Context: an optimization exercise on an open-source flow, tuned for small area, a short achievable clock period and few clock cycles. The choices shown serve that exercise and are no tape-out recipe. Function was checked by simulation only, so behaviour that the tests miss may differ from the original. Power and IR drop assume default switching activity.

File: design/flow/config.mk
export PLATFORM = sky130hd
export DESIGN_NAME = top_arrhythmia
export DESIGN_NICKNAME = top_arrhythmia
export VERILOG_FILES = /design/flow/design.v
export SDC_FILE = /design/flow/constraint.sdc
export NUM_CORES = 4
export LEC_CHECK = 0
export ABC_CLOCK_PERIOD_IN_PS = 3000
export CAP_MARGIN = 20
export CORE_MARGIN = 2
export CORE_UTILIZATION = 40
export PLACE_DENSITY = 0.6
export SLEW_MARGIN = 20
File: design/flow/constraint.sdc
create_clock -name core_clock -period 12.0 [get_ports {clk}]
set_input_delay 2.4000 -clock core_clock [delete_from_list [all_inputs] [get_ports {clk}]]
set_output_delay 2.4000 -clock core_clock [all_outputs]
set_load 0.01 [all_outputs]
File: design/flow/design.v
module top_arrhythmia #(parameter BITSIZE = 16) (
    input wire  clk,
    input wire  reset,
    input wire  [BITSIZE*10-1:0]   x,
    output wire [BITSIZE*6-1:0]    out_intermediate,
    output wire [BITSIZE*1-1:0] out_zvar,
    output wire [BITSIZE*1-1:0] out_zmean,
    output wire [BITSIZE*1-1:0] out_sampling,
    output wire [BITSIZE*6-1:0]    out_hidden_classifier,
    output wire [BITSIZE*2-1:0]    y,
    output wire done_flag_out
);
    reg [5:0] tr;
    reg       done;
    reg [24:0] osel;
    function [24:0] srcdec(input [5:0] t);
        begin
            srcdec = 25'd0;
            case (t)
                6'd0: srcdec[0] = 1'b1;
                6'd1: srcdec[1] = 1'b1;
                6'd2: srcdec[2] = 1'b1;
                6'd3: srcdec[3] = 1'b1;
                6'd4: srcdec[4] = 1'b1;
                6'd5: srcdec[5] = 1'b1;
                6'd6: srcdec[6] = 1'b1;
                6'd7: srcdec[7] = 1'b1;
                6'd8: srcdec[8] = 1'b1;
                6'd9: srcdec[9] = 1'b1;
                6'd10: srcdec[0] = 1'b1;
                6'd11: srcdec[1] = 1'b1;
                6'd12: srcdec[2] = 1'b1;
                6'd13: srcdec[3] = 1'b1;
                6'd14: srcdec[4] = 1'b1;
                6'd15: srcdec[5] = 1'b1;
                6'd16: srcdec[6] = 1'b1;
                6'd17: srcdec[7] = 1'b1;
                6'd18: srcdec[8] = 1'b1;
                6'd19: srcdec[9] = 1'b1;
                6'd20: srcdec[0] = 1'b1;
                6'd21: srcdec[1] = 1'b1;
                6'd22: srcdec[2] = 1'b1;
                6'd23: srcdec[3] = 1'b1;
                6'd24: srcdec[4] = 1'b1;
                6'd25: srcdec[5] = 1'b1;
                6'd26: srcdec[6] = 1'b1;
                6'd27: srcdec[7] = 1'b1;
                6'd28: srcdec[8] = 1'b1;
                6'd29: srcdec[9] = 1'b1;
                6'd30: srcdec[10] = 1'b1;
                6'd31: srcdec[11] = 1'b1;
                6'd32: srcdec[12] = 1'b1;
                6'd33: srcdec[13] = 1'b1;
                6'd34: srcdec[14] = 1'b1;
                6'd35: srcdec[15] = 1'b1;
                6'd38: srcdec[23] = 1'b1;
                6'd39: srcdec[22] = 1'b1;
                6'd40: srcdec[22] = 1'b1;
                6'd41: srcdec[24] = 1'b1;
                6'd42: srcdec[20] = 1'b1;
                6'd43: srcdec[19] = 1'b1;
                6'd44: srcdec[18] = 1'b1;
                6'd45: srcdec[17] = 1'b1;
                6'd46: srcdec[16] = 1'b1;
                default: ;
            endcase
        end
    endfunction
    reg preload, acc_en, ylast, zwe, h1we0, h1we1, h1we2, h3we0, h3we1, h3we2;
    function [9:0] ctldec(input [5:0] t);
        begin
            ctldec = {t == 6'd2 | t == 6'd12 | t == 6'd22 | t == 6'd32 | t == 6'd40 | t == 6'd41 | t == 6'd42 | t == 6'd43,
                      (t >= 6'd2) && (t <= 6'd49),
                      t == 6'd49, t == 6'd38,
                      t == 6'd12, t == 6'd22, t == 6'd32,
                      t == 6'd41, t == 6'd42, t == 6'd43};
        end
    endfunction
    always @(posedge clk or posedge reset) begin
        if (reset) begin
            tr   <= 6'd0;
            done <= 1'b0;
            osel <= srcdec(6'd0);
            {preload, acc_en, ylast, zwe, h1we0, h1we1, h1we2, h3we0, h3we1, h3we2} <= ctldec(6'd0);
        end else if (!done) begin
            tr   <= tr + 6'd1;
            osel <= srcdec(tr + 6'd1);
            {preload, acc_en, ylast, zwe, h1we0, h1we1, h1we2, h3we0, h3we1, h3we2} <= ctldec(tr + 6'd1);
            if (tr == 6'd49) done <= 1'b1;
        end
    end
    assign done_flag_out = done;
    reg [14:0] h1_0, h1_1, h1_2, h1_3, h1_4, h1_5;
    reg [14:0] h3_0, h3_1, h3_2, h3_3, h3_4, h3_5;
    reg [15:0] zmean_r, zvar_r;
    reg        zsign_r;
    reg [15:0] accA, accB;
    reg        accfA, accfB;
    wire [15:0] vA, vB;
    wire        sA, sB;
    wire [14:0] mA, mB, rA, rB;
    wire [15:0] opa_n =
        ({16{osel[0]}} & x[0 +: 16]) |
        ({16{osel[1]}} & x[16 +: 16]) |
        ({16{osel[2]}} & x[32 +: 16]) |
        ({16{osel[3]}} & x[48 +: 16]) |
        ({16{osel[4]}} & x[64 +: 16]) |
        ({16{osel[5]}} & x[80 +: 16]) |
        ({16{osel[6]}} & x[96 +: 16]) |
        ({16{osel[7]}} & x[112 +: 16]) |
        ({16{osel[8]}} & x[128 +: 16]) |
        ({16{osel[9]}} & x[144 +: 16]) |
        ({16{osel[10]}} & {1'b0, h1_0}) |
        ({16{osel[11]}} & {1'b0, h1_1}) |
        ({16{osel[12]}} & {1'b0, h1_2}) |
        ({16{osel[13]}} & {1'b0, h1_3}) |
        ({16{osel[14]}} & {1'b0, h1_4}) |
        ({16{osel[15]}} & {1'b0, h1_5}) |
        ({16{osel[16]}} & {1'b0, h3_0}) |
        ({16{osel[17]}} & {1'b0, h3_1}) |
        ({16{osel[18]}} & {1'b0, h3_2}) |
        ({16{osel[19]}} & {1'b0, h3_3}) |
        ({16{osel[20]}} & {1'b0, h3_4}) |
        ({16{osel[21]}} & {1'b0, h3_5}) |
        ({16{osel[22]}} & zmean_r) |
        ({16{osel[23]}} & {sA, mA}) |
        ({16{osel[24]}} & {1'b0, rA});
    reg [21:0] romA_sel;
    always @(*) begin
        case (tr)
            6'd0: romA_sel = 22'h0507b0;
            6'd1: romA_sel = 22'h071c06;
            6'd2: romA_sel = 22'h015780;
            6'd3: romA_sel = 22'h010a08;
            6'd4: romA_sel = 22'h010700;
            6'd5: romA_sel = 22'h050da4;
            6'd6: romA_sel = 22'h02508c;
            6'd7: romA_sel = 22'h041900;
            6'd8: romA_sel = 22'h030426;
            6'd9: romA_sel = 22'h251319;
            6'd10: romA_sel = 22'h021108;
            6'd11: romA_sel = 22'h045980;
            6'd12: romA_sel = 22'h049096;
            6'd13: romA_sel = 22'h021208;
            6'd14: romA_sel = 22'h210600;
            6'd15: romA_sel = 22'h028492;
            6'd16: romA_sel = 22'h059b09;
            6'd17: romA_sel = 22'h08a525;
            6'd18: romA_sel = 22'h2543b8;
            6'd19: romA_sel = 22'h04c7b0;
            6'd20: romA_sel = 22'h004082;
            6'd21: romA_sel = 22'h00c988;
            6'd22: romA_sel = 22'h235584;
            6'd23: romA_sel = 22'h049114;
            6'd24: romA_sel = 22'h200101;
            6'd25: romA_sel = 22'h065c82;
            6'd26: romA_sel = 22'h268d25;
            6'd27: romA_sel = 22'h0aeba8;
            6'd28: romA_sel = 22'h28ad20;
            6'd29: romA_sel = 22'h009b80;
            6'd30: romA_sel = 22'h201004;
            6'd31: romA_sel = 22'h206180;
            6'd32: romA_sel = 22'h0246a0;
            6'd33: romA_sel = 22'h227b88;
            6'd34: romA_sel = 22'h202c01;
            6'd35: romA_sel = 22'h2cbf80;
            6'd38: romA_sel = 22'h2306a0;
            6'd39: romA_sel = 22'h02910d;
            6'd40: romA_sel = 22'h043901;
            6'd41: romA_sel = 22'h282621;
            6'd42: romA_sel = 22'h248c23;
            6'd43: romA_sel = 22'h219780;
            6'd44: romA_sel = 22'h046390;
            6'd45: romA_sel = 22'h0a3610;
            6'd46: romA_sel = 22'h22920b;
            default: romA_sel = 22'h000000;
        endcase
    end
    reg [21:0] romB_sel;
    always @(*) begin
        case (tr)
            6'd0: romB_sel = 22'h041012;
            6'd1: romB_sel = 22'h249496;
            6'd2: romB_sel = 22'h000601;
            6'd3: romB_sel = 22'h025580;
            6'd4: romB_sel = 22'h2a2d21;
            6'd5: romB_sel = 22'h008807;
            6'd6: romB_sel = 22'h01d380;
            6'd7: romB_sel = 22'h22cf80;
            6'd8: romB_sel = 22'h241a02;
            6'd9: romB_sel = 22'h005280;
            6'd10: romB_sel = 22'h02409c;
            6'd11: romB_sel = 22'h211780;
            6'd12: romB_sel = 22'h0440b2;
            6'd13: romB_sel = 22'h20d988;
            6'd14: romB_sel = 22'h015a8a;
            6'd15: romB_sel = 22'h22180a;
            6'd16: romB_sel = 22'h069c07;
            6'd17: romB_sel = 22'h200001;
            6'd18: romB_sel = 22'h22890d;
            6'd19: romB_sel = 22'h02080a;
            6'd20: romB_sel = 22'h218b08;
            6'd21: romB_sel = 22'h0448a4;
            6'd22: romB_sel = 22'h250aa0;
            6'd23: romB_sel = 22'h035584;
            6'd24: romB_sel = 22'h051298;
            6'd25: romB_sel = 22'h20dd80;
            6'd26: romB_sel = 22'h029388;
            6'd27: romB_sel = 22'h240434;
            6'd28: romB_sel = 22'h05529a;
            6'd29: romB_sel = 22'h045e82;
            6'd30: romB_sel = 22'h241cc0;
            6'd31: romB_sel = 22'h2b3711;
            6'd32: romB_sel = 22'h213a09;
            6'd33: romB_sel = 22'h22100a;
            6'd34: romB_sel = 22'h29aba8;
            6'd35: romB_sel = 22'h01408e;
            6'd38: romB_sel = 22'h28f380;
            6'd39: romB_sel = 22'h0ab780;
            6'd40: romB_sel = 22'h2aa0be;
            6'd41: romB_sel = 22'h05cba0;
            6'd42: romB_sel = 22'h01cb88;
            6'd43: romB_sel = 22'h22001a;
            6'd44: romB_sel = 22'h22822b;
            6'd45: romB_sel = 22'h231600;
            6'd46: romB_sel = 22'h028721;
            default: romB_sel = 22'h000000;
        endcase
    end
    reg [15:0] opa;
    reg [21:0] romA, romB;
    always @(posedge clk) begin
        opa  <= opa_n;
        romA <= romA_sel;
        romB <= romB_sel;
    end
    wire [29:0] svA_n, cvA_n, svB_n, cvB_n;
    booth_pp ppA (.m(opa[14:0]), .r(romA[20:0]), .sv(svA_n), .cv(cvA_n));
    booth_pp ppB (.m(opa[14:0]), .r(romB[20:0]), .sv(svB_n), .cv(cvB_n));
    reg [29:0] svA, cvA, svB, cvB;
    reg        sgA2, sgB2;
    always @(posedge clk) begin
        svA <= svA_n; cvA <= cvA_n;
        svB <= svB_n; cvB <= cvB_n;
        sgA2 <= opa[15] ^ romA[21];
        sgB2 <= opa[15] ^ romB[21];
    end
    wire [15:0] qA_n, qB_n;
    booth_fin finA (.sv(svA), .cv(cvA), .sg(sgA2), .q(qA_n));
    booth_fin finB (.sv(svB), .cv(cvB), .sg(sgB2), .q(qB_n));
    reg [15:0] qA, qB;
    reg        qcA, qcB;
    always @(posedge clk) begin
        qA <= qA_n;
        qB <= qB_n;
        qcA <= sgA2;
        qcB <= sgB2;
    end
    reg [15:0] biasA; reg biasA_s;
    always @(*) begin
        case (tr)
            6'd2: begin biasA = 16'h05e4; biasA_s = 1'b0; end
            6'd12: begin biasA = 16'hff75; biasA_s = 1'b1; end
            6'd22: begin biasA = 16'hffb8; biasA_s = 1'b1; end
            6'd32: begin biasA = 16'hffbb; biasA_s = 1'b1; end
            6'd40: begin biasA = 16'h014c; biasA_s = 1'b0; end
            6'd41: begin biasA = 16'hfe27; biasA_s = 1'b1; end
            6'd42: begin biasA = 16'h0511; biasA_s = 1'b0; end
            6'd43: begin biasA = 16'h04f3; biasA_s = 1'b0; end
            default: begin biasA = 16'h0000; biasA_s = 1'b0; end
        endcase
    end
    reg [15:0] biasB; reg biasB_s;
    always @(*) begin
        case (tr)
            6'd2: begin biasB = 16'hff89; biasB_s = 1'b1; end
            6'd12: begin biasB = 16'hfec6; biasB_s = 1'b1; end
            6'd22: begin biasB = 16'hfdf5; biasB_s = 1'b1; end
            6'd32: begin biasB = 16'he6b6; biasB_s = 1'b1; end
            6'd40: begin biasB = 16'h0205; biasB_s = 1'b0; end
            6'd41: begin biasB = 16'h03b6; biasB_s = 1'b0; end
            6'd42: begin biasB = 16'h019d; biasB_s = 1'b0; end
            6'd43: begin biasB = 16'hfb0d; biasB_s = 1'b1; end
            default: begin biasB = 16'h0000; biasB_s = 1'b0; end
        endcase
    end
    sat_acc accuA (.acc(accA), .accf(accfA), .q(qA), .qc(qcA), .v(vA), .s(sA), .mag(mA), .relu(rA));
    sat_acc accuB (.acc(accB), .accf(accfB), .q(qB), .qc(qcB), .v(vB), .s(sB), .mag(mB), .relu(rB));
    always @(posedge clk) begin
        if (reset) begin
            accA <= 16'h0000; accB <= 16'h0000; accfA <= 1'b0; accfB <= 1'b0;
            zmean_r <= 16'h0000; zvar_r <= 16'h0000; zsign_r <= 1'b0;
            h1_0 <= 15'd0; h1_1 <= 15'd0; h1_2 <= 15'd0; h1_3 <= 15'd0; h1_4 <= 15'd0; h1_5 <= 15'd0;
            h3_0 <= 15'd0; h3_1 <= 15'd0; h3_2 <= 15'd0; h3_3 <= 15'd0; h3_4 <= 15'd0; h3_5 <= 15'd0;
        end else begin
            if (acc_en) begin
                accA  <= preload ? biasA : ylast ? {sA, mA} : vA;
                accB  <= preload ? biasB : ylast ? {sB, mB} : vB;
                accfA <= preload ? biasA_s : sA;
                accfB <= preload ? biasB_s : sB;
            end
            if (h1we0) begin h1_0 <= rA; h1_1 <= rB; end
            if (h1we1) begin h1_2 <= rA; h1_3 <= rB; end
            if (h1we2) begin h1_4 <= rA; h1_5 <= rB; end
            if (zwe) begin
                zmean_r <= {sA, mA};
                zsign_r <= vA[15];
                zvar_r  <= {sB, mB};
            end
            if (h3we0) begin h3_5 <= rA; h3_4 <= rB; end
            if (h3we1) begin h3_3 <= rA; h3_2 <= rB; end
            if (h3we2) begin h3_1 <= rA; h3_0 <= rB; end
        end
    end
    assign out_intermediate = {1'b0, h1_5, 1'b0, h1_4, 1'b0, h1_3, 1'b0, h1_2, 1'b0, h1_1, 1'b0, h1_0};
    assign out_hidden_classifier = {1'b0, h3_5, 1'b0, h3_4, 1'b0, h3_3, 1'b0, h3_2, 1'b0, h3_1, 1'b0, h3_0};
    assign out_zmean = zmean_r;
    assign out_zvar = zvar_r;
    assign out_sampling = {zsign_r, zmean_r[14:0]};
    assign y = {accA, accB};
endmodule
module booth_pp (
    input  wire [14:0] m,
    input  wire [20:0] r,
    output wire [29:0] sv,
    output wire [29:0] cv
);
    wire [6:0] ng  = r[20:14];
    wire [6:0] one = r[13:7];
    wire [6:0] two = r[6:0];
    wire [16:0] x0 = (({17{one[0]}} & {2'b00, m}) | ({17{two[0]}} & {1'b0, m, 1'b0})) ^ {17{ng[0]}};
    wire [16:0] x1 = (({17{one[1]}} & {2'b00, m}) | ({17{two[1]}} & {1'b0, m, 1'b0})) ^ {17{ng[1]}};
    wire [16:0] x2 = (({17{one[2]}} & {2'b00, m}) | ({17{two[2]}} & {1'b0, m, 1'b0})) ^ {17{ng[2]}};
    wire [16:0] x3 = (({17{one[3]}} & {2'b00, m}) | ({17{two[3]}} & {1'b0, m, 1'b0})) ^ {17{ng[3]}};
    wire [16:0] x4 = (({17{one[4]}} & {2'b00, m}) | ({17{two[4]}} & {1'b0, m, 1'b0})) ^ {17{ng[4]}};
    wire [16:0] x5 = (({17{one[5]}} & {2'b00, m}) | ({17{two[5]}} & {1'b0, m, 1'b0})) ^ {17{ng[5]}};
    wire [15:0] x6 = ({16{one[6]}} & {1'b0, m}) | ({16{two[6]}} & {m, 1'b0});
    wire w1 = x0[10] ^ x1[8];
    wire w2 = x0[10] & x1[8];
    wire w3 = x0[11] ^ x1[9];
    wire w4 = x0[11] & x1[9];
    wire w5 = x0[12] ^ x1[10] ^ x2[8];
    wire w6 = (x0[12] & x1[10]) | (x0[12] & x2[8]) | (x1[10] & x2[8]);
    wire w7 = x0[13] ^ x1[11] ^ x2[9];
    wire w8 = (x0[13] & x1[11]) | (x0[13] & x2[9]) | (x1[11] & x2[9]);
    wire w9 = x0[14] ^ x1[12] ^ x2[10];
    wire w10 = (x0[14] & x1[12]) | (x0[14] & x2[10]) | (x1[12] & x2[10]);
    wire w11 = x0[15] ^ x1[13] ^ x2[11];
    wire w12 = (x0[15] & x1[13]) | (x0[15] & x2[11]) | (x1[13] & x2[11]);
    wire w13 = ~x0[16] ^ x1[14] ^ x2[12];
    wire w14 = (~x0[16] & x1[14]) | (~x0[16] & x2[12]) | (x1[14] & x2[12]);
    wire w15 = x3[10] ^ x4[8];
    wire w16 = x3[10] & x4[8];
    wire w17 = x1[15] ^ x2[13] ^ x3[11];
    wire w18 = (x1[15] & x2[13]) | (x1[15] & x3[11]) | (x2[13] & x3[11]);
    wire w19 = x4[9] ^ x5[7];
    wire w20 = x4[9] & x5[7];
    wire w21 = ~x1[16] ^ x2[14] ^ x3[12];
    wire w22 = (~x1[16] & x2[14]) | (~x1[16] & x3[12]) | (x2[14] & x3[12]);
    wire w23 = x2[15] ^ x3[13];
    wire w24 = x2[15] & x3[13];
    wire w25 = x0[6] ^ x1[4];
    wire w26 = x0[6] & x1[4];
    wire w27 = x0[7] ^ x1[5];
    wire w28 = x0[7] & x1[5];
    wire w29 = x0[8] ^ x1[6] ^ x2[4];
    wire w30 = (x0[8] & x1[6]) | (x0[8] & x2[4]) | (x1[6] & x2[4]);
    wire w31 = x3[2] ^ x4[0];
    wire w32 = x3[2] & x4[0];
    wire w33 = x0[9] ^ x1[7] ^ x2[5];
    wire w34 = (x0[9] & x1[7]) | (x0[9] & x2[5]) | (x1[7] & x2[5]);
    wire w35 = x3[3] ^ x4[1];
    wire w36 = x3[3] & x4[1];
    wire w37 = w1 ^ x2[6] ^ x3[4];
    wire w38 = (w1 & x2[6]) | (w1 & x3[4]) | (x2[6] & x3[4]);
    wire w39 = x4[2] ^ x5[0] ^ ng[5];
    wire w40 = (x4[2] & x5[0]) | (x4[2] & ng[5]) | (x5[0] & ng[5]);
    wire w41 = w2 ^ w3 ^ x2[7];
    wire w42 = (w2 & w3) | (w2 & x2[7]) | (w3 & x2[7]);
    wire w43 = x3[5] ^ x4[3] ^ x5[1];
    wire w44 = (x3[5] & x4[3]) | (x3[5] & x5[1]) | (x4[3] & x5[1]);
    wire w45 = w4 ^ w5 ^ x3[6];
    wire w46 = (w4 & w5) | (w4 & x3[6]) | (w5 & x3[6]);
    wire w47 = x4[4] ^ x5[2] ^ x6[0];
    wire w48 = (x4[4] & x5[2]) | (x4[4] & x6[0]) | (x5[2] & x6[0]);
    wire w49 = w6 ^ w7 ^ x3[7];
    wire w50 = (w6 & w7) | (w6 & x3[7]) | (w7 & x3[7]);
    wire w51 = x4[5] ^ x5[3] ^ x6[1];
    wire w52 = (x4[5] & x5[3]) | (x4[5] & x6[1]) | (x5[3] & x6[1]);
    wire w53 = w8 ^ w9 ^ x3[8];
    wire w54 = (w8 & w9) | (w8 & x3[8]) | (w9 & x3[8]);
    wire w55 = x4[6] ^ x5[4] ^ x6[2];
    wire w56 = (x4[6] & x5[4]) | (x4[6] & x6[2]) | (x5[4] & x6[2]);
    wire w57 = w10 ^ w11 ^ x3[9];
    wire w58 = (w10 & w11) | (w10 & x3[9]) | (w11 & x3[9]);
    wire w59 = x4[7] ^ x5[5] ^ x6[3];
    wire w60 = (x4[7] & x5[5]) | (x4[7] & x6[3]) | (x5[5] & x6[3]);
    wire w61 = w12 ^ w13 ^ w15;
    wire w62 = (w12 & w13) | (w12 & w15) | (w13 & w15);
    wire w63 = x5[6] ^ x6[4] ^ 1'b1;
    wire w64 = (x5[6] & x6[4]) | (x5[6] & 1'b1) | (x6[4] & 1'b1);
    wire w65 = w14 ^ w16 ^ w17;
    wire w66 = (w14 & w16) | (w14 & w17) | (w16 & w17);
    wire w67 = w19 ^ x6[5] ^ 1'b1;
    wire w68 = (w19 & x6[5]) | (w19 & 1'b1) | (x6[5] & 1'b1);
    wire w69 = w18 ^ w20 ^ w21;
    wire w70 = (w18 & w20) | (w18 & w21) | (w20 & w21);
    wire w71 = x4[10] ^ x5[8] ^ x6[6];
    wire w72 = (x4[10] & x5[8]) | (x4[10] & x6[6]) | (x5[8] & x6[6]);
    wire w73 = w22 ^ w23 ^ x4[11];
    wire w74 = (w22 & w23) | (w22 & x4[11]) | (w23 & x4[11]);
    wire w75 = x5[9] ^ x6[7] ^ 1'b1;
    wire w76 = (x5[9] & x6[7]) | (x5[9] & 1'b1) | (x6[7] & 1'b1);
    wire w77 = w24 ^ ~x2[16] ^ x3[14];
    wire w78 = (w24 & ~x2[16]) | (w24 & x3[14]) | (~x2[16] & x3[14]);
    wire w79 = x4[12] ^ x5[10] ^ x6[8];
    wire w80 = (x4[12] & x5[10]) | (x4[12] & x6[8]) | (x5[10] & x6[8]);
    wire w81 = x3[15] ^ x4[13] ^ x5[11];
    wire w82 = (x3[15] & x4[13]) | (x3[15] & x5[11]) | (x4[13] & x5[11]);
    wire w83 = x6[9] ^ 1'b1;
    wire w84 = x6[9] & 1'b1;
    wire w85 = ~x3[16] ^ x4[14] ^ x5[12];
    wire w86 = (~x3[16] & x4[14]) | (~x3[16] & x5[12]) | (x4[14] & x5[12]);
    wire w87 = x4[15] ^ x5[13];
    wire w88 = x4[15] & x5[13];
    wire w89 = x0[4] ^ x1[2];
    wire w90 = x0[4] & x1[2];
    wire w91 = x0[5] ^ x1[3];
    wire w92 = x0[5] & x1[3];
    wire w93 = w25 ^ x2[2] ^ x3[0];
    wire w94 = (w25 & x2[2]) | (w25 & x3[0]) | (x2[2] & x3[0]);
    wire w95 = w26 ^ w27 ^ x2[3];
    wire w96 = (w26 & w27) | (w26 & x2[3]) | (w27 & x2[3]);
    wire w97 = w28 ^ w29 ^ w31;
    wire w98 = (w28 & w29) | (w28 & w31) | (w29 & w31);
    wire w99 = w30 ^ w32 ^ w33;
    wire w100 = (w30 & w32) | (w30 & w33) | (w32 & w33);
    wire w101 = w34 ^ w36 ^ w37;
    wire w102 = (w34 & w36) | (w34 & w37) | (w36 & w37);
    wire w103 = w38 ^ w40 ^ w41;
    wire w104 = (w38 & w40) | (w38 & w41) | (w40 & w41);
    wire w105 = w42 ^ w44 ^ w45;
    wire w106 = (w42 & w44) | (w42 & w45) | (w44 & w45);
    wire w107 = w46 ^ w48 ^ w49;
    wire w108 = (w46 & w48) | (w46 & w49) | (w48 & w49);
    wire w109 = w50 ^ w52 ^ w53;
    wire w110 = (w50 & w52) | (w50 & w53) | (w52 & w53);
    wire w111 = w54 ^ w56 ^ w57;
    wire w112 = (w54 & w56) | (w54 & w57) | (w56 & w57);
    wire w113 = w58 ^ w60 ^ w61;
    wire w114 = (w58 & w60) | (w58 & w61) | (w60 & w61);
    wire w115 = w62 ^ w64 ^ w65;
    wire w116 = (w62 & w64) | (w62 & w65) | (w64 & w65);
    wire w117 = w66 ^ w68 ^ w69;
    wire w118 = (w66 & w68) | (w66 & w69) | (w68 & w69);
    wire w119 = w70 ^ w72 ^ w73;
    wire w120 = (w70 & w72) | (w70 & w73) | (w72 & w73);
    wire w121 = w74 ^ w76 ^ w77;
    wire w122 = (w74 & w76) | (w74 & w77) | (w76 & w77);
    wire w123 = w78 ^ w80 ^ w81;
    wire w124 = (w78 & w80) | (w78 & w81) | (w80 & w81);
    wire w125 = w82 ^ w84 ^ w85;
    wire w126 = (w82 & w84) | (w82 & w85) | (w84 & w85);
    wire w127 = w86 ^ w87 ^ x6[11];
    wire w128 = (w86 & w87) | (w86 & x6[11]) | (w87 & x6[11]);
    wire w129 = w88 ^ ~x4[16] ^ x5[14];
    wire w130 = (w88 & ~x4[16]) | (w88 & x5[14]) | (~x4[16] & x5[14]);
    wire w131 = x5[15] ^ x6[13];
    wire w132 = x5[15] & x6[13];
    wire w133 = x0[2] ^ x1[0];
    wire w134 = x0[2] & x1[0];
    wire w135 = x0[3] ^ x1[1];
    wire w136 = x0[3] & x1[1];
    wire w137 = w89 ^ x2[0] ^ ng[2];
    wire w138 = (w89 & x2[0]) | (w89 & ng[2]) | (x2[0] & ng[2]);
    wire w139 = w90 ^ w91 ^ x2[1];
    wire w140 = (w90 & w91) | (w90 & x2[1]) | (w91 & x2[1]);
    wire w141 = w92 ^ w93 ^ ng[3];
    wire w142 = (w92 & w93) | (w92 & ng[3]) | (w93 & ng[3]);
    wire w143 = w94 ^ w95 ^ x3[1];
    wire w144 = (w94 & w95) | (w94 & x3[1]) | (w95 & x3[1]);
    wire w145 = w96 ^ w97 ^ ng[4];
    wire w146 = (w96 & w97) | (w96 & ng[4]) | (w97 & ng[4]);
    wire w147 = w98 ^ w99 ^ w35;
    wire w148 = (w98 & w99) | (w98 & w35) | (w99 & w35);
    wire w149 = w100 ^ w101 ^ w39;
    wire w150 = (w100 & w101) | (w100 & w39) | (w101 & w39);
    wire w151 = w102 ^ w103 ^ w43;
    wire w152 = (w102 & w103) | (w102 & w43) | (w103 & w43);
    wire w153 = w104 ^ w105 ^ w47;
    wire w154 = (w104 & w105) | (w104 & w47) | (w105 & w47);
    wire w155 = w106 ^ w107 ^ w51;
    wire w156 = (w106 & w107) | (w106 & w51) | (w107 & w51);
    wire w157 = w108 ^ w109 ^ w55;
    wire w158 = (w108 & w109) | (w108 & w55) | (w109 & w55);
    wire w159 = w110 ^ w111 ^ w59;
    wire w160 = (w110 & w111) | (w110 & w59) | (w111 & w59);
    wire w161 = w112 ^ w113 ^ w63;
    wire w162 = (w112 & w113) | (w112 & w63) | (w113 & w63);
    wire w163 = w114 ^ w115 ^ w67;
    wire w164 = (w114 & w115) | (w114 & w67) | (w115 & w67);
    wire w165 = w116 ^ w117 ^ w71;
    wire w166 = (w116 & w117) | (w116 & w71) | (w117 & w71);
    wire w167 = w118 ^ w119 ^ w75;
    wire w168 = (w118 & w119) | (w118 & w75) | (w119 & w75);
    wire w169 = w120 ^ w121 ^ w79;
    wire w170 = (w120 & w121) | (w120 & w79) | (w121 & w79);
    wire w171 = w122 ^ w123 ^ w83;
    wire w172 = (w122 & w123) | (w122 & w83) | (w123 & w83);
    wire w173 = w124 ^ w125 ^ x6[10];
    wire w174 = (w124 & w125) | (w124 & x6[10]) | (w125 & x6[10]);
    wire w175 = w126 ^ w127 ^ 1'b1;
    wire w176 = (w126 & w127) | (w126 & 1'b1) | (w127 & 1'b1);
    wire w177 = w128 ^ w129 ^ x6[12];
    wire w178 = (w128 & w129) | (w128 & x6[12]) | (w129 & x6[12]);
    wire w179 = w130 ^ w131 ^ 1'b1;
    wire w180 = (w130 & w131) | (w130 & 1'b1) | (w131 & 1'b1);
    wire w181 = w132 ^ ~x5[16] ^ x6[14];
    wire w182 = (w132 & ~x5[16]) | (w132 & x6[14]) | (~x5[16] & x6[14]);
    wire w183 = x6[15] ^ 1'b1;
    wire w184 = x6[15] & 1'b1;
    assign sv[0] = x0[0];
    assign cv[0] = ng[0];
    assign sv[1] = x0[1];
    assign cv[1] = 1'b0;
    assign sv[2] = w133;
    assign cv[2] = ng[1];
    assign sv[3] = w134;
    assign cv[3] = w135;
    assign sv[4] = w136;
    assign cv[4] = w137;
    assign sv[5] = w138;
    assign cv[5] = w139;
    assign sv[6] = w140;
    assign cv[6] = w141;
    assign sv[7] = w142;
    assign cv[7] = w143;
    assign sv[8] = w144;
    assign cv[8] = w145;
    assign sv[9] = w146;
    assign cv[9] = w147;
    assign sv[10] = w148;
    assign cv[10] = w149;
    assign sv[11] = w150;
    assign cv[11] = w151;
    assign sv[12] = w152;
    assign cv[12] = w153;
    assign sv[13] = w154;
    assign cv[13] = w155;
    assign sv[14] = w156;
    assign cv[14] = w157;
    assign sv[15] = w158;
    assign cv[15] = w159;
    assign sv[16] = w160;
    assign cv[16] = w161;
    assign sv[17] = w162;
    assign cv[17] = w163;
    assign sv[18] = w164;
    assign cv[18] = w165;
    assign sv[19] = w166;
    assign cv[19] = w167;
    assign sv[20] = w168;
    assign cv[20] = w169;
    assign sv[21] = w170;
    assign cv[21] = w171;
    assign sv[22] = w172;
    assign cv[22] = w173;
    assign sv[23] = w174;
    assign cv[23] = w175;
    assign sv[24] = w176;
    assign cv[24] = w177;
    assign sv[25] = w178;
    assign cv[25] = w179;
    assign sv[26] = w180;
    assign cv[26] = w181;
    assign sv[27] = w182;
    assign cv[27] = w183;
    assign sv[28] = w184;
    assign cv[28] = 1'b1;
    assign sv[29] = 1'b1;
    assign cv[29] = 1'b0;
endmodule
module booth_fin (
    input  wire [29:0] sv,
    input  wire [29:0] cv,
    input  wire        sg,
    output wire [15:0] q
);
    wire [29:0] p = sv + cv;
    wire [15:0] qs = (|p[29:26]) ? 16'h7fff : {1'b0, p[25:11]};
    assign q = qs ^ {16{sg}};
endmodule
module sat_acc (
    input  wire [15:0] acc,
    input  wire        accf,
    input  wire [15:0] q,
    input  wire        qc,
    output wire [15:0] v,
    output wire        s,
    output wire [14:0] mag,
    output wire [14:0] relu
);
    wire [16:0] a17 = {acc[15], acc};
    wire [16:0] b17 = {q[15], q};
    wire [16:0] sum = a17 + b17 + {16'd0, qc};
    wire [16:0] nsum = ~a17 + ~b17 + {16'd0, ~qc} + 17'd1;
    wire [16:0] ax = a17 ^ b17;
    wire [16:0] ao = {a17[15:0] | b17[15:0], 1'b0};
    wire zero  = qc ? (&ax) : (ax == ao);
    wire zlow  = qc ? (&ax[14:0]) : (ax[14:0] == ao[14:0]);
    wire pos_ovf = ~sum[16] & sum[15];
    wire neg_ovf = sum[16] & (~sum[15] | zlow);
    assign v = pos_ovf ? 16'h7fff : neg_ovf ? 16'h8001 : sum[15:0];
    assign s = zero ? accf : sum[16];
    wire big = sum[16] ? nsum[15] : sum[15];
    assign mag  = big ? 15'h7fff : sum[16] ? nsum[14:0] : sum[14:0];
    assign relu = sum[16] ? 15'd0 : sum[15] ? 15'h7fff : sum[14:0];
endmodule
File: design/flow/flow/run.sh
#!/bin/bash
# The standard layout (standard synthesis, floorplan, placement, CTS,
# routing), with ORFS's setup repair aiming at a shorter period than the
# constraint's: repair_timing gets a setup margin of MARGIN ns. The SDC,
# the synthesis and every other step are the standard flow's own.
set -euo pipefail
export SETUP_SLACK_MARGIN=$(cat flow/margin)
bash standard.sh > flow_standard.log 2>&1
File: design/flow/flow/margin
8.7
File: design/flow/standard.sh
#!/bin/bash
# synth_recipe.tcl (not shown) runs the flow's synth.tcl, then flattens the netlist and writes it again
# the make line also repeats each setting of config.mk as NAME=value (left out here)
make -C /OpenROAD-flow-scripts/flow DESIGN_CONFIG=/design/flow/config.mk WORK_HOME=/design/flow/orfs CLKGATE_MAP_FILE= SYNTH_SCRIPT=/design/flow/synth_recipe.tcl "${@:-finish}"
==> results of run 1 <==
-- state kept, by name, summed over array words and instances, names as in the netlist, 20 cells and up --
| name | count |
|---|---|
| svA | 28 |
| svB | 29 |
| osel | 24 |
| cvB | 27 |
| romA | 20 |
| cvA | 26 |
| romB | 21 |
-- critical path: stages, from the launching register on --
cell and delay, ns:
dfxtp_4 0.37, buf_12 0.14, buf_6 0.11
-- final cells by class --
| type | count | share of cell area [%] |
|---|---|---|
| inverters | 286 | 2.31 |
| multi-input cells | 2852 | 49.9 |
| diodes | 7 | 0.0367 |
| repair buffers | 875 | 18.0 |
| flip-flops and latches | 489 | 22.4 |
| clock buffers | 71 | 3.29 |
| clock inverters | 32 | 1.07 |
| well taps | 1144 | 3.00 |
-- power by group --
group | internal (W) | leakage (nW) | total, W | switching (W)
sequential | 0.00172 | 4.33 | 0.00183 | 0.000105
combinational | 0.00269 | 14.3 | 0.00645 | 0.00375
clock | 0.00117 | 1.02 | 0.00194 | 0.000773
total | 0.00558 | 19.7 | 0.0102 | 0.00463
-- worst paths after layout --
check                           startpoint               to  slack [ns]  depth (start not counted)
worst max-delay path            zmean_r[1]  out_sampling[1]        8.31                          2
worst min-delay path              romA[21]             sgA2        0.43                          1
worst max register to register     accB[9]          accB[3]        8.56                         16
worst min register to register    romA[21]             sgA2        0.43                          1
max in group asynchronous            reset             done        9.32                          3
min in group asynchronous            reset            tr[4]        2.23                          3
-- logic make-up (layout without fill, tap and decap cells) --
family,Yosys count,after routing
other,1,19
DFF,489,489
adders and majority gates,344,344
buffers and inverters,620,1264
muxes,203,203
and+or+nand+nor,897,900
AOI/OAI and AO/OA,1072,1075
xor gates and xnor gates,318,318
-- metal layers --
layer | wire length (µm) | GRT usage (%) | vias up
met2 | 69900 | 53.5 | 2333
met1 | 64400 | 46.6 | 16900
met5 | 53 | 0 | -
met3 | 19100 | 9.37 | 617
li1 | - | - | 15100
met4 | 12100 | 20.1 | 8
-- cells in the final DEF, fill, tap and decap left out, types with 22 or more instances in the layout --
cell type	instances
nand4_1	39
a21oi_2	22
a21o_1	49
nand3_1	53
clkdlybuf4s50_1	138
fa_1	130
mux2i_1	193
a22oi_1	312
xnor2_1	240
nor2_1	377
a211oi_1	31
dfxtp_4	126
dfxtp_2	161
o21ai_0	129
inv_1	260
ha_4	26
a21oi_1	164
ha_1	161
and2_1	27
dfrtp_1	30
buf_4	381
buf_6	300
nand2_1	198
a22oi_2	25
clkbuf_16	62
a31oi_1	31
xor2_1	55
dfxtp_1	161
nor3_1	46
-- per-stage QoR --
step	setup WS, ns	power [W]	instances	hold WS (ns)
6_report	8.31	0.0102	5756	0.427
5_1_grt	8.30	0.0105	5753	0.451
4_1_cts	8.29	0.00873	5638	0.429
3_5_place_dp	7.67	0.00590	5260	0.418
3_3_place_gp	7.71	0.00591	5260	0.415
2_1_floorplan	8.60	0.00442	3955	0.329
-- timing repair --
item	in CTS	in global routing
resized for setup	2034	321
buffers inserted	267	105
gates cloned	8	6
endpoints found under the setup margin	582	539
pin swaps	64	149
==> results_dict.tcl, run 1 <==
set metrics [dict create \
    status "complete, no violations" \
    synth.top_cell.area_share_pct 26.3 \
    grt_max_degree 95 \
    viasPerCell 6.08 \
    synth_ff_type "dfxtp_1" \
    rsz0062_at_grt "true" \
    worst_pin_slew_ns 1.27 \
    maxCapViolations 0 \
    start_kind "flip-flop" \
    ios 435 \
    yosys-top-cells-area "dfxtp_1 (26%), fa_1 (8.0%), ha_1 (7.5%)" \
    postSynthCellCount 3944 \
    ctsLongestPathBuffers 3 \
    finClkSkew_ns 0.0717 \
    synth-seq-cells 489 \
    dr.pass1.iters 6 \
    synth.area.mux_share_pct 5.99 \
    cts_hold_buf 0 \
    path_clk_slew_ns 0.08 \
    root_buffer "clkbuf_16" \
    die_h_um 296 \
    synth_top_family_by_area "compound AO/OA/AOI/OAI gates" \
    nets 5062 \
    synth.avg_cell_area_um2 8.64 \
    relSlewSlack_pct 15.5 \
    period_needed_ns 3.69 \
    synthSimpleGateAreaFrac_pct 11.7 \
    finalHoldViolCount 0 \
    cp_max_fo 3 \
    num_rows 107 \
    crit_path_end_kind "output pin" \
    fmax_mhz 271 \
    synthXorXnorAreaFrac_pct 8.24 \
    insertion_delay_ns 0.67 \
    grt_usage_pct 35.7 \
    yosysWarnings 1 \
    initial_utilization_pct 40.2 \
    final_core_util_pct 56.3 \
    finalMaxSlewViolations 0 \
    synth_common_cells "dfxtp_1 (448), nor2_1 (401), a22oi_1 (337), inv_1 (274), xnor2_1 (252)" \
    first_iter_violations 4386 \
    syn_area_um2 34100 \
    dpl-instance-area_um2 39000 \
    ir_drop_v 0.000242 \
    wl_um 165000 \
    wire_per_inst_um 28.7 \
    die_width_um 296 \
    dp_hpwl_um 112000 \
    synthAdderAreaFrac_pct 15.6 \
    cts_buffers 56 \
    drive_above_1_share_pct 32.2 \
    fill_cells 7492 \
    vias 35000 \
    core_area_um2 84700 \
    synth_compound_area_share_pct 21.9 \
    yosysSeqAreaShare_pct 29.3 \
    finalSetupViolCount 0 \
    ff_latch_area_um2 10700 \
    htreeDepth 2 \
    grt_pass1_wl_um 230000 \
    drc 0 \
    dieArea_um2 87500 \
    cts_tree "built" \
    p_per_area_nw_per_um2 214 \
    fin_area_um2 47700 \
    async_flop_share_pct 8.38 \
    overflow 0 \
    gp_congestion 1.03 \
    tns_ns 0 \
    antenna_found_initial 11 \
    crit_required_ns 9.60 \
    power.leakage_nw 19.7 \
    period_share_pct 30.7 \
    multi_input_area_um2 23800 \
    grt_pass1_vias 32900 \
    port_buffers 422 \
    critical_path_class "reg2out" \
    area_growth_pct 40.0 \
    ant_nets 0 \
    synth_edf_count 0 \
    cts.sinks 489 \
    synth_cell_types 95 \
    synthMostInstantiatedCell "dfxtp_1" \
    min_path_type "reg2reg" \
    arrival_ns 1.29 \
    yosys.area.top_type "dfxtp_1" \
]
Testbench counts, summed over its fixed seeds: cycles 61,200.
==> run 2: changes to the inputs <==
==> design/flow/flow/margin (replaced) <==
8.3
==> run 2 against run 1 <==
Clock power fell by 8%. Highest routed layer unchanged. Area after synthesis did not move. Fmax fell by 0.60%. Still clean. Worst setup slack got worse by 0.022 ns.
==> results_dict.tcl, run 2 <==
set metrics [dict create \
    finalSetupViolCount 0 \
    yosysWarnings 1 \
    wl_um 148000 \
    reg2reg_setup_slack_ns 8.29 \
    synth-seq-cells 489 \
    htreeDepth 2 \
    regMostFlops "svB" \
    cp_cell_sequence "inv_1 -> ha_2 -> nand2b_1 -> o22a_1 -> nor3_1 -> or2_2 -> a21oi_1 -> and4_1 -> a2111oi_2" \
    synthAdderAreaFrac_pct 15.6 \
    ir_drop_v 0.000210 \
    grt_max_degree 84 \
    synth_compound_area_share_pct 21.9 \
    period_share_pct 30.9 \
    ctsLongestPathBuffers 3 \
    insertion_delay_ns 0.67 \
    core_area_um2 84700 \
    arrival_ns 4.23 \
    dp_hpwl_um 109000 \
    cts.sinks 489 \
    initial_utilization_pct 40.2 \
    yosysSeqAreaShare_pct 29.3 \
    crit_slowest_cell "nor3_1" \
    start_kind "flip-flop" \
    top_regs "svB x29, svA x28, cvB x27" \
    syn_area_um2 34100 \
    synth.avg_cell_area_um2 8.64 \
    grt_pass1_vias 30500 \
    yosys-top-cells-area "dfxtp_1 (26%), fa_1 (8.0%), ha_1 (7.5%)" \
    path_buf_inv 1 \
    synthMostInstantiatedCell "dfxtp_1" \
    synth_ff_type "dfxtp_1" \
    fmax_mhz 270 \
    layoutNonFillerInstCount 5419 \
    ant_nets 0 \
    status "complete, no violations" \
    crit_required_ns 12.52 \
    drive_above_1_share_pct 17.7 \
    final_cell_mix "nor2_1 (395), a22oi_1 (337), inv_1 (273)" \
    critical_path_class "reg2reg" \
    synth.area.mux_share_pct 5.99 \
    rr_startpoint "tr[0]" \
    cts_buffers 57 \
    synth_common_cells "dfxtp_1 (448), nor2_1 (401), a22oi_1 (337), inv_1 (274), xnor2_1 (252)" \
    synthXorXnorAreaFrac_pct 8.24 \
    period_needed_ns 3.71 \
    yosys.area.top_type "dfxtp_1" \
    overflow 0 \
    cts_hold_buf 0 \
    die_width_um 296 \
    min-delay-start "romA[21]" \
    wire_per_inst_um 27.3 \
    final_core_util_pct 49.0 \
    tns_ns 0 \
    hold_ws_ns 0.439 \
    synth_edf_count 0 \
    port_buffers 422 \
    root_buffer "clkbuf_16" \
    cp_max_fo 19 \
    rsz0062_at_grt "true" \
    nets 4726 \
    synth_top_family_by_area "compound AO/OA/AOI/OAI gates" \
    min_path_type "reg2reg" \
    postSynthCellCount 3944 \
    hold_end "sgA2" \
    p_per_area_nw_per_um2 196 \
    fin_total_pwr_w 0.00814 \
    async_flop_share_pct 8.38 \
    whs_path_depth 1 \
    ios 435 \
    cp.depth 9 \
    finalMaxSlewViolations 0 \
    max_stage_delay_ns 0.76 \
    finClkSkew_ns 0.0756 \
    area_growth_pct 22.0 \
    grt_usage_pct 32.6 \
    synthSimpleGateAreaFrac_pct 11.7 \
    viasPerCell 6.02 \
    critPathTopFamily "simple AND/OR/NAND/NOR gates" \
    num_rows 107 \
    layout_commonest_cell "nor2_1" \
    crit_path_end_kind "flip-flop" \
    antenna_found_initial 7 \
    dpl.cell_count 5249 \
    ff2ff_path_depth 9 \
    maxCapViolations 0 \
    r2r_end "accA[7]" \
    relSlewSlack_pct 19.5 \
    first_iter_violations 3967 \
    vias 32600 \
    synth_cell_types 95 \
    grt_pass1_wl_um 211000 \
    gp_congestion 1.03 \
    finalHoldViolCount 0 \
    die_h_um 296 \
    synth.top_cell.area_share_pct 26.3 \
    drc 0 \
    power.leakage_nw 16.8 \
    cts_tree "built" \
    dieArea_um2 87500 \
    largest_reg_flops 29 \
    path_clk_slew_ns 0.07 \
    dr.pass1.iters 6 \
    worst_pin_slew_ns 1.21 \
]
## run 2: cell counts after synthesis
No cell type changed its count.
## run 2: repair_timing
action	in CTS	in global routing
gates cloned	0	4
setup buffers	34	22
pin swaps	2	15
setup endpoints to repair	488	222
resized for setup	1113	134
## run 2: worst max path at each step
stage	from	end
after floorplan	reset	accA[11]
after global placement	reset	h3_2[3]
after detailed placement	reset	h3_1[5]
after CTS	done	done_flag_out
after global routing	tr[0]	accA[7]
final	tr[0]	accA[7]
## run 2: kinds of logic after synthesis
group                    Yosys count
flip-flops                       489
AND/OR/NAND/NOR                  897
multiplexers                     203
AO/OA/AOI/OAI                   1072
adder cells (fa/ha/maj)          344
other                              1
buffers and inverters            620
XOR/XNOR                         318
## run 2: cell type report
type | count | area (µm²)
flip-flops and latches | 489 | 10400
fillers | 8286 | 43200
well taps | 1144 | 1430
diodes | 3 | 7.51
inverters | 286 | 1080
clock inverters | 29 | 342
multi-input cells | 2850 | 22100
repair buffers | 540 | 4590
clock buffers | 78 | 1620
## run 2: through the flow
step | area, µm² | setup slack [ns]
3_5_place_dp | 38900 | 7.12
2_1_floorplan | 34100 | 8.31
4_1_cts | 41300 | 8.11
5_1_grt | 41600 | 8.23
6_report | 41600 | 8.29
3_3_place_gp | 38900 | 7.13
## run 2: layer usage
metal  part of all wire (%)  up-vias  track usage, %
li1                       -    14400               -
met1                     41    15900            44.2
met2                     43     1928            50.2
met3                     10      400            6.98
met4                    5.0        4            13.3
met5                  0.015        -               0
## run 2: power breakdown
group          switching, W  leakage, nW  internal (W)
Combinational       0.00290         11.6       0.00160
Clock              0.000764        0.945       0.00102
Sequential         0.000124         4.27       0.00173
Total               0.00379         16.8       0.00435
## run 2: worst register-to-register path: stages, from the launching register on
cell       delay, ns
dfrtp_2         0.56
inv_1           0.38
ha_2            0.42
nand2b_1        0.30
o22a_1          0.26
nor3_1          0.76
or2_2           0.24
a21oi_1         0.09
and4_1          0.24
a2111oi_2       0.33
==> run 3: changes to the inputs <==
--- a/design/flow/design.v
+++ b/design/flow/design.v
@@ -67,6 +67,12 @@
         end
     endfunction
     reg preload, acc_en, ylast, zwe, h1we0, h1we1, h1we2, h3we0, h3we1, h3we2;
+    reg [7:0] bsel;    
+    function [7:0] bdec(input [5:0] t);
+        begin
+            bdec = {t == 6'd43, t == 6'd42, t == 6'd41, t == 6'd40, t == 6'd32, t == 6'd22, t == 6'd12, t == 6'd2};
+        end
+    endfunction
     function [9:0] ctldec(input [5:0] t);
         begin
             ctldec = {t == 6'd2 | t == 6'd12 | t == 6'd22 | t == 6'd32 | t == 6'd40 | t == 6'd41 | t == 6'd42 | t == 6'd43,
@@ -82,10 +88,12 @@
             done <= 1'b0;
             osel <= srcdec(6'd0);
             {preload, acc_en, ylast, zwe, h1we0, h1we1, h1we2, h3we0, h3we1, h3we2} <= ctldec(6'd0);
+            bsel <= bdec(6'd0);
         end else if (!done) begin
             tr   <= tr + 6'd1;
             osel <= srcdec(tr + 6'd1);
             {preload, acc_en, ylast, zwe, h1we0, h1we1, h1we2, h3we0, h3we1, h3we2} <= ctldec(tr + 6'd1);
+            bsel <= bdec(tr + 6'd1);
             if (tr == 6'd49) done <= 1'b1;
         end
     end
@@ -256,34 +264,24 @@
         qcA <= sgA2;
         qcB <= sgB2;
     end
-    reg [15:0] biasA; reg biasA_s;
-    always @(*) begin
-        case (tr)
-            6'd2: begin biasA = 16'h05e4; biasA_s = 1'b0; end
-            6'd12: begin biasA = 16'hff75; biasA_s = 1'b1; end
-            6'd22: begin biasA = 16'hffb8; biasA_s = 1'b1; end
-            6'd32: begin biasA = 16'hffbb; biasA_s = 1'b1; end
-            6'd40: begin biasA = 16'h014c; biasA_s = 1'b0; end
-            6'd41: begin biasA = 16'hfe27; biasA_s = 1'b1; end
-            6'd42: begin biasA = 16'h0511; biasA_s = 1'b0; end
-            6'd43: begin biasA = 16'h04f3; biasA_s = 1'b0; end
-            default: begin biasA = 16'h0000; biasA_s = 1'b0; end
-        endcase
-    end
-    reg [15:0] biasB; reg biasB_s;
-    always @(*) begin
-        case (tr)
-            6'd2: begin biasB = 16'hff89; biasB_s = 1'b1; end
-            6'd12: begin biasB = 16'hfec6; biasB_s = 1'b1; end
-            6'd22: begin biasB = 16'hfdf5; biasB_s = 1'b1; end
-            6'd32: begin biasB = 16'he6b6; biasB_s = 1'b1; end
-            6'd40: begin biasB = 16'h0205; biasB_s = 1'b0; end
-            6'd41: begin biasB = 16'h03b6; biasB_s = 1'b0; end
-            6'd42: begin biasB = 16'h019d; biasB_s = 1'b0; end
-            6'd43: begin biasB = 16'hfb0d; biasB_s = 1'b1; end
-            default: begin biasB = 16'h0000; biasB_s = 1'b0; end
-        endcase
-    end
+    wire [15:0] biasA = ({16{bsel[0]}} & 16'h05e4) |
+        ({16{bsel[1]}} & 16'hff75) |
+        ({16{bsel[2]}} & 16'hffb8) |
+        ({16{bsel[3]}} & 16'hffbb) |
+        ({16{bsel[4]}} & 16'h014c) |
+        ({16{bsel[5]}} & 16'hfe27) |
+        ({16{bsel[6]}} & 16'h0511) |
+        ({16{bsel[7]}} & 16'h04f3);
+    wire biasA_s = bsel[1] | bsel[2] | bsel[3] | bsel[5];
+    wire [15:0] biasB = ({16{bsel[0]}} & 16'hff89) |
+        ({16{bsel[1]}} & 16'hfec6) |
+        ({16{bsel[2]}} & 16'hfdf5) |
+        ({16{bsel[3]}} & 16'he6b6) |
+        ({16{bsel[4]}} & 16'h0205) |
+        ({16{bsel[5]}} & 16'h03b6) |
+        ({16{bsel[6]}} & 16'h019d) |
+        ({16{bsel[7]}} & 16'hfb0d);
+    wire biasB_s = bsel[0] | bsel[1] | bsel[2] | bsel[3] | bsel[7];
     sat_acc accuA (.acc(accA), .accf(accfA), .q(qA), .qc(qcA), .v(vA), .s(sA), .mag(mA), .relu(rA));
     sat_acc accuB (.acc(accB), .accf(accfB), .q(qB), .qc(qcB), .v(vB), .s(sB), .mag(mB), .relu(rB));
     always @(posedge clk) begin
==> design/flow/flow/run.sh (replaced) <==
#!/bin/bash
# The standard layout (standard synthesis, floorplan, placement, CTS,
# routing) with two changes to how it is made; the SDC, the synthesis and
# every other step are the standard flow's own:
#  - ORFS's setup repair aims at a shorter period than the constraint's:
#    repair_timing gets a setup margin of flow/margin ns;
#  - the port buffers that buffer_ports inserts on every input and output
#    are sky130_fd_sc_hd__buf_1 (resized later as timing needs).
set -euo pipefail
export SETUP_SLACK_MARGIN=$(cat flow/margin)
export BUFFER_PORTS_ARGS="-buffer_cell sky130_fd_sc_hd__buf_1"
bash standard.sh > flow_standard.log 2>&1
--- a/design/flow/config.mk
+++ b/design/flow/config.mk
@@ -9,5 +9,7 @@
 export CAP_MARGIN = 20
 export CORE_MARGIN = 2
 export CORE_UTILIZATION = 40
+export CTS_CLUSTER_DIAMETER = 60
+export CTS_CLUSTER_SIZE = 30
 export PLACE_DENSITY = 0.6
 export SLEW_MARGIN = 20
==> run 3 against run 2 <==
Still clean on timing, DRC and antenna. Final cell count grew 0.92%. Flip-flop and latch count rose by 2. Clock skew increased by 0.0031 ns. Sequential share of layout area up 0.53 points. Combinational power is 19% lower. Non-clock buffer count shrank 20. Die area is 2.2% higher. Hold slack worse by 0.020 ns. Worst setup slack got worse by 0.015 ns. Critical path type unchanged. Highest routed layer unchanged.
==> results_dict.tcl, run 3 <==
set metrics [dict create \
    status "complete, no violations" \
    dr.pass1.iters 8 \
    gp_congestion 1.00 \
    postSynthCellCount 4034 \
    grt_usage_pct 30.7 \
    fmax_mhz 269 \
    wl_um 144000 \
    crit_slowest_cell "fa_1" \
    root_buffer "clkbuf_16" \
    drc 0 \
    overflow 0 \
    grt_pass1_wl_um 210000 \
    start_kind "flip-flop" \
    dieArea_um2 89500 \
    path_clk_slew_ns 0.08 \
    crit_path_end_kind "flip-flop" \
    top_regs "svB x29, svA x28, cvB x27" \
    dp_hpwl_um 106000 \
    p_clk_share_pct 23.2 \
    synth.top_cell.area_share_pct 25.7 \
    vias 33400 \
    arrival_ns 4.26 \
    finClkSkew_ns 0.0786 \
    wire_per_inst_um 26.3 \
    num_rows 108 \
    p_per_area_nw_per_um2 181 \
    insertion_delay_ns 0.68 \
    critical_path_class "reg2reg" \
    worst_pin_slew_ns 1.33 \
    grt_max_degree 215 \
    relSlewSlack_pct 11.3 \
    htreeDepth 2 \
    synthMostInstantiatedCell "dfxtp_1" \
    critPathTopFamily "compound AO/OA/AOI/OAI gates" \
    async_flop_share_pct 8.76 \
    final_cell_mix "nor2_1 (388), dfxtp_1 (375), buf_1 (349)" \
    dp_slack_ns 7.89 \
    yosysWarnings 1 \
    power.leakage_nw 15.4 \
    ctsLongestPathBuffers 3 \
    power_frac_seq_pct 25.6 \
    swShare_pct 46.7 \
    area_growth_pct 13.9 \
    die_h_um 299 \
    tns_ns 0 \
    finalSetupViolCount 0 \
    ant_nets 0 \
    synth_ff_type "dfxtp_1" \
    ios 435 \
    layout_commonest_cell "nor2_1" \
    min_path_type "reg2reg" \
    nets 4772 \
    syn_area_um2 34800 \
    path_buf_inv 3 \
    yosys.area.top_type "dfxtp_1" \
    grt_pass1_vias 30900 \
    synth_cell_types 98 \
    cts.sinks 491 \
    maxCapViolations 0 \
    period_needed_ns 3.72 \
    drive_above_1_share_pct 11.2 \
    core_area_um2 86500 \
    cp_cell_sequence "inv_1 -> fa_1 -> inv_1 -> fa_1 -> a211oi_1 -> o21bai_1 -> a21o_1 -> a211o_1 -> a21oi_2 -> buf_8 -> o31ai_1 -> nor2b_2 -> a221o_1 -> a211oi_2" \
    internal_power_w 0.00382 \
    synth.avg_cell_area_um2 8.64 \
    port_buffers 422 \
    switchingPower_w 0.00334 \
    finalHoldViolCount 0 \
    final.setup.worst_slack_ns 8.28 \
    final_core_util_pct 45.9 \
    finalMaxSlewViolations 0 \
    cts_hold_buf 0 \
    synth-seq-cells 491 \
    first_iter_violations 4385 \
    cts_buffers 48 \
    antenna_found_initial 6 \
    viasPerCell 6.10 \
    ir_drop_v 0.000149 \
    yosysSeqAreaShare_pct 28.8 \
    crit_required_ns 12.53 \
    fin_total_pwr_w 0.00716 \
    rsz0062_at_grt "true" \
    synth_edf_count 0 \
    initial_utilization_pct 40.3 \
    die_width_um 299 \
    regMostFlops "svB" \
    largest_reg_flops 29 \
    cts_tree "built" \
    synth_common_cells "dfxtp_1 (448), nor2_1 (397), a22oi_1 (326), inv_1 (271), clkbuf_1 (262)" \
    combPwrFrac_pct 51.2 \
    cp_max_fo 20 \
    yosys-top-cells-area "dfxtp_1 (26%), fa_1 (7.8%), ha_1 (7.3%)" \
    period_share_pct 31.0 \
    max_stage_delay_ns 0.43 \
]
[run 3: cell types whose count changed after synthesis, sizes merged, moves of 14 or more]
cell,before,now
a22o,20,46
nand4,39,53
a21o,49,29
clkbuf,238,262
[run 3: final cells by class]
cell class,instances,area (µm²)
flip-flops and latches,491,10200
diodes,4,10.0
repair buffers,520,2470
well taps,1155,1450
multi-input cells,2926,22800
clock inverters,38,520
inverters,283,1070
fillers,8621,46800
clock buffers,52,1230
[run 3: power by group through the flow]
stage | Combinational [W] | Sequential, W | Clock (W)
floorplan | 0.00210 | 0.00183 | 0
global route | 0.00385 | 0.00184 | 0.00174
finish | 0.00366 | 0.00183 | 0.00166
detailed placement | 0.00318 | 0.00186 | 0
CTS | 0.00334 | 0.00183 | 0.00168
global placement | 0.00320 | 0.00186 | 0
[run 3: kinds of logic (layout without fill, tap and decap cells)]
group,Yosys count,count (layout),share of synthesized area [%]
other cells,1,16,0.0108
compound gates,1112,1114,22.7
xor+xnor,302,302,7.61
fa+ha+maj,344,344,15.3
simple gates,952,952,12.5
buf+inv,630,893,7.22
flops,491,491,28.8
mux,202,202,5.83
[run 3: what timing repair did]
action / CTS / global route
pin swaps: 2 / 8
gates cloned: 1 / 1
setup buffers: 13 / 14
setup endpoints to repair: 227 / 208
resized for setup: 180 / 75
[run 3: through the flow]
stage	hold WS, ns	std cells	area (µm²)
floorplan	0.329	4045	34900
global placement	0.413	5346	37000
detailed placement	0.420	5346	37000
CTS	0.425	5450	39300
global route	0.434	5468	39700
finish	0.420	5469	39700
[run 3: worst register-to-register path: cells and delay by family (launching register included)]
family          cells  cell delay [ns]
compound gates      8             1.90
simple gates        1             0.23
buf+inv             3             0.43
fa+ha+maj           2             0.64
flops               1             0.41
[run 3: layer usage]
metal,vias to the layer above,wire (µm),global-route usage (%)
li1,14800,-,-
met1,16200,57800,41.3
met2,2062,64300,49.0
met3,385,14700,5.33
met4,2,7160,12.3
met5,-,15,0
[run 3: path summary, 6_finish.rpt]
check                               from      end  slack, ns  cells after the start
worst max-delay path              qA[15]  accA[8]       8.28                     14
worst min-delay path            romA[21]     sgA2       0.42                      1
worst max register to register    qA[15]  accA[8]       8.28                     14
worst min register to register  romA[21]     sgA2       0.42                      1
max in group asynchronous          reset    tr[1]       9.00                      3
min in group asynchronous          reset  bsel[1]       2.46                      3
Testbench counts of run 3, summed over its fixed seeds: cycles 61,200.
==> run 4: changes to the inputs <==
--- a/design/flow/config.mk
+++ b/design/flow/config.mk
@@ -9,7 +9,5 @@
 export CAP_MARGIN = 20
 export CORE_MARGIN = 2
 export CORE_UTILIZATION = 40
-export CTS_CLUSTER_DIAMETER = 60
-export CTS_CLUSTER_SIZE = 30
 export PLACE_DENSITY = 0.6
 export SLEW_MARGIN = 20
==> run 4 against run 3 <==
Still clean. Area after synthesis stayed put. Critical path depth fell by 13. Wire length down 0.47%. Die area did not move. First-iteration DRC count down 3.0%. Register-to-register slack improved by 0.09 ns. Sequential share of layout area shrank 0.095 points. Core utilization rose by 0.20 points. Synthesized cell count stayed put. Hold slack better by 0.00071 ns. Count of clock-buffer cells in the layout increased by 21. Via count is 0.73% lower. Largest cell class unchanged. Highest routed layer unchanged.
==> results_dict.tcl, run 4 <==
set metrics [dict create \
    ir_drop_v 0.000152 \
    viasPerCell 6.05 \
    top_regs "svB x29, svA x28, cvB x27" \
    min_path_type "reg2reg" \
    die_width_um 299 \
    whs_path_depth 1 \
    cts_tree "built" \
    m1WireLength_um 58600 \
    largest_reg_flops 29 \
    start_kind "flip-flop" \
    r2r_end "accA[8]" \
    top_layer_used "met5" \
    dp_slack_ns 7.89 \
    rsz0062_at_grt "true" \
    multi_input_area_um2 22800 \
    num_rows 108 \
    finalMaxSlewViolations 0 \
    cp-startpoint "accB[0]" \
    crit_path_end_kind "output pin" \
    synth.avg_cell_area_um2 8.64 \
    grt_pass1_vias 30900 \
    die_h_um 299 \
    tns_ns 0 \
    finalHoldViolCount 0 \
    worst_pin_slew_ns 1.23 \
    ant_nets 0 \
    final.setup.worst_slack_ns 8.31 \
    synth_edf_count 0 \
    cp_max_fo 4 \
    critPathTopFamily "flip-flops" \
    grt_usage_pct 30.7 \
    finClkSkew_ns 0.0923 \
    regMostFlops "svB" \
    period_needed_ns 3.69 \
    fill_cells 8608 \
    dp_hpwl_um 106000 \
    async_flop_share_pct 8.76 \
    syn_area_um2 34800 \
    critical_path_class "reg2out" \
    core_area_um2 86500 \
    wl_met3_um 13600 \
    p_per_area_nw_per_um2 183 \
    grt_pass1_wl_um 210000 \
    finalSetupViolCount 0 \
    path_buf_inv 1 \
    relSlewSlack_pct 17.7 \
    layoutNonFillerInstCount 5478 \
    cts.sinks 491 \
    layout_commonest_cell "nor2_1" \
    min-delay-start "romA[21]" \
    yosysWarnings 1 \
    yosys-top-cells-area "dfxtp_1 (26%), fa_1 (7.8%), ha_1 (7.3%)" \
    synthXorXnorAreaFrac_pct 7.61 \
    synthAdderAreaFrac_pct 15.3 \
    port_buffers 422 \
    synthMostInstantiatedCell "dfxtp_1" \
    postSynthCellCount 4034 \
    htreeDepth 2 \
    area_growth_pct 14.4 \
    ff2ff_path_depth 14 \
    synth_cell_types 98 \
    wl_um 143000 \
    wire_per_inst_um 26.2 \
    crit_slowest_cell "dfxtp_1" \
    hold_end "sgA2" \
    drc 0 \
    overflow 0 \
    final_cell_mix "nor2_1 (385), dfxtp_1 (372), buf_1 (348)" \
    reg2reg_setup_slack_ns 8.37 \
    synth-seq-cells 491 \
    arrival_ns 1.29 \
    synth_top_family_by_area "compound AO/OA/AOI/OAI gates" \
    synth.area.mux_share_pct 5.83 \
    period_share_pct 30.8 \
    wl_met2_um 63900 \
    synth_common_cells "dfxtp_1 (448), nor2_1 (397), a22oi_1 (326), inv_1 (271), clkbuf_1 (262)" \
    synth.top_cell.area_share_pct 25.7 \
    power.leakage_nw 15.5 \
    root_buffer "clkbuf_16" \
    grt_max_degree 215 \
    gp_congestion 1.00 \
    insertion_delay_ns 0.68 \
    antenna_found_initial 7 \
    drive_above_1_share_pct 11.3 \
    vias 33100 \
    initial_utilization_pct 40.3 \
    cts_buffers 55 \
    crit_required_ns 9.60 \
    status "complete, no violations" \
    ff_latch_area_um2 10200 \
    dpl.cell_count 5346 \
    fmax_mhz 271 \
    yosys.area.top_type "dfxtp_1" \
    first_iter_violations 4253 \
    ctsLongestPathBuffers 3 \
    rr_startpoint "qA[15]" \
    cp_cell_sequence "buf_1" \
    yosysSeqAreaShare_pct 28.8 \
    synth_ff_type "dfxtp_1" \
    path_clk_slew_ns 0.07 \
    dr.pass1.iters 7 \
    max_stage_delay_ns 0.40 \
    dieArea_um2 89500 \
    nets 4775 \
    synth_compound_area_share_pct 22.7 \
    synthSimpleGateAreaFrac_pct 12.5 \
    maxCapViolations 0 \
    ios 435 \
]
run 4: logic make-up (layout without fill, tap and decap cells):
logic type                 after synthesis  after routing
xor gates and xnor gates               302            302
adders and majority gates              344            344
muxes                                  202            202
DFF                                    491            491
buffers and inverters                  630            902
AOI/OAI and AO/OA                     1112           1113
other                                    1             17
and+or+nand+nor                        952            952
run 4: worst max-delay path by stage:
stage | to | slack (ns) | depth (start not counted)
4_1_cts | h3_4[8] | 8.22 | 12
5_1_grt | accB[13] | 8.22 | 14
6_report | y[0] | 8.31 | 1
3_3_place_gp | accB[5] | 7.89 | 5
3_5_place_dp | accB[5] | 7.89 | 5
2_1_floorplan | accA[10] | 8.42 | 5
run 4: timing repair:
item,in CTS,in global routing
hold buffers,0,0
gates cloned,1,0
setup buffers,11,13
gates resized for setup,180,87
endpoints found under the setup margin,230,243
hold endpoints to repair,0,0
pin swaps,6,9
run 4: final cells by class:
| class | instances | share of cell area (%) |
|---|---|---|
| diodes | 5 | 0.0314 |
| clock buffers | 73 | 3.90 |
| clock inverters | 29 | 0.907 |
| inverters | 283 | 2.68 |
| multi-input cells | 2925 | 57.1 |
| flip-flops and latches | 491 | 25.6 |
| well taps | 1155 | 3.63 |
| repair buffers | 517 | 6.17 |
run 4: metal layers:
layer | up-vias | track usage (%)
li1 | 14800 | -
met1 | 16100 | 41.2
met2 | 1904 | 48.7
met5 | - | 0
met4 | 4 | 12.9
met3 | 372 | 5.41
run 4: report_power, final:
group,leakage [nW],internal (W),switching (W)
clock,0.936,0.00101,0.000767
sequential,4.22,0.00172,0.000118
combinational,10.4,0.00127,0.00240
run 4: metrics by stage:
stage               util (%)  hold WS, ns  cell area, µm²  total power (W)
floorplan                  -        0.329           34900          0.00393
global placement        42.8        0.413           37000          0.00507
detailed placement      42.8        0.420           37000          0.00504
CTS                     45.5        0.424           39400          0.00697
global route            46.1        0.428           39800          0.00756
finish                  46.1        0.420           39800          0.00728

==> what the ideal ports hide <==
How much do the figures lean on ideal ports? The routed layouts below were timed once more, with nothing changed but the port constraints. Step 1 assumes that a clkbuf_16 drives the clock port and a buf_2 every other input. Step 2 also shifts input and output timing later by t, the mid clock arrival at the registers, as if the neighbouring blocks saw the same clock. Slacks: no drivers / after step 1 / after step 2; pairs: no drivers / after step 1.
run | t (ns) | setup slack, ns | worst register clock-pin slew, ns | worst slew at a driven data input, ns | cell pins on the clock port's net
run 1 | 0.698 | 8.314 / 8.246 / 7.786 | 0.08 / 0.08 | 0.13 | 1
run 2 | 0.699 | 8.292 / 8.236 / 7.705 | 0.07 / 0.07 | 0.12 | 1
run 3 | 0.708 | 8.276 / 8.234 / 7.876 | 0.11 / 0.11 | 0.11 | 1
run 4 | 0.698 | 8.306 / 8.238 / 7.907 | 0.07 / 0.07 | 0.11 | 1
After both steps every run listed still meets setup and hold. The setup slack of run 2, which loses most, moves by -0.056 ns with the drivers and by -0.587 ns with both steps.
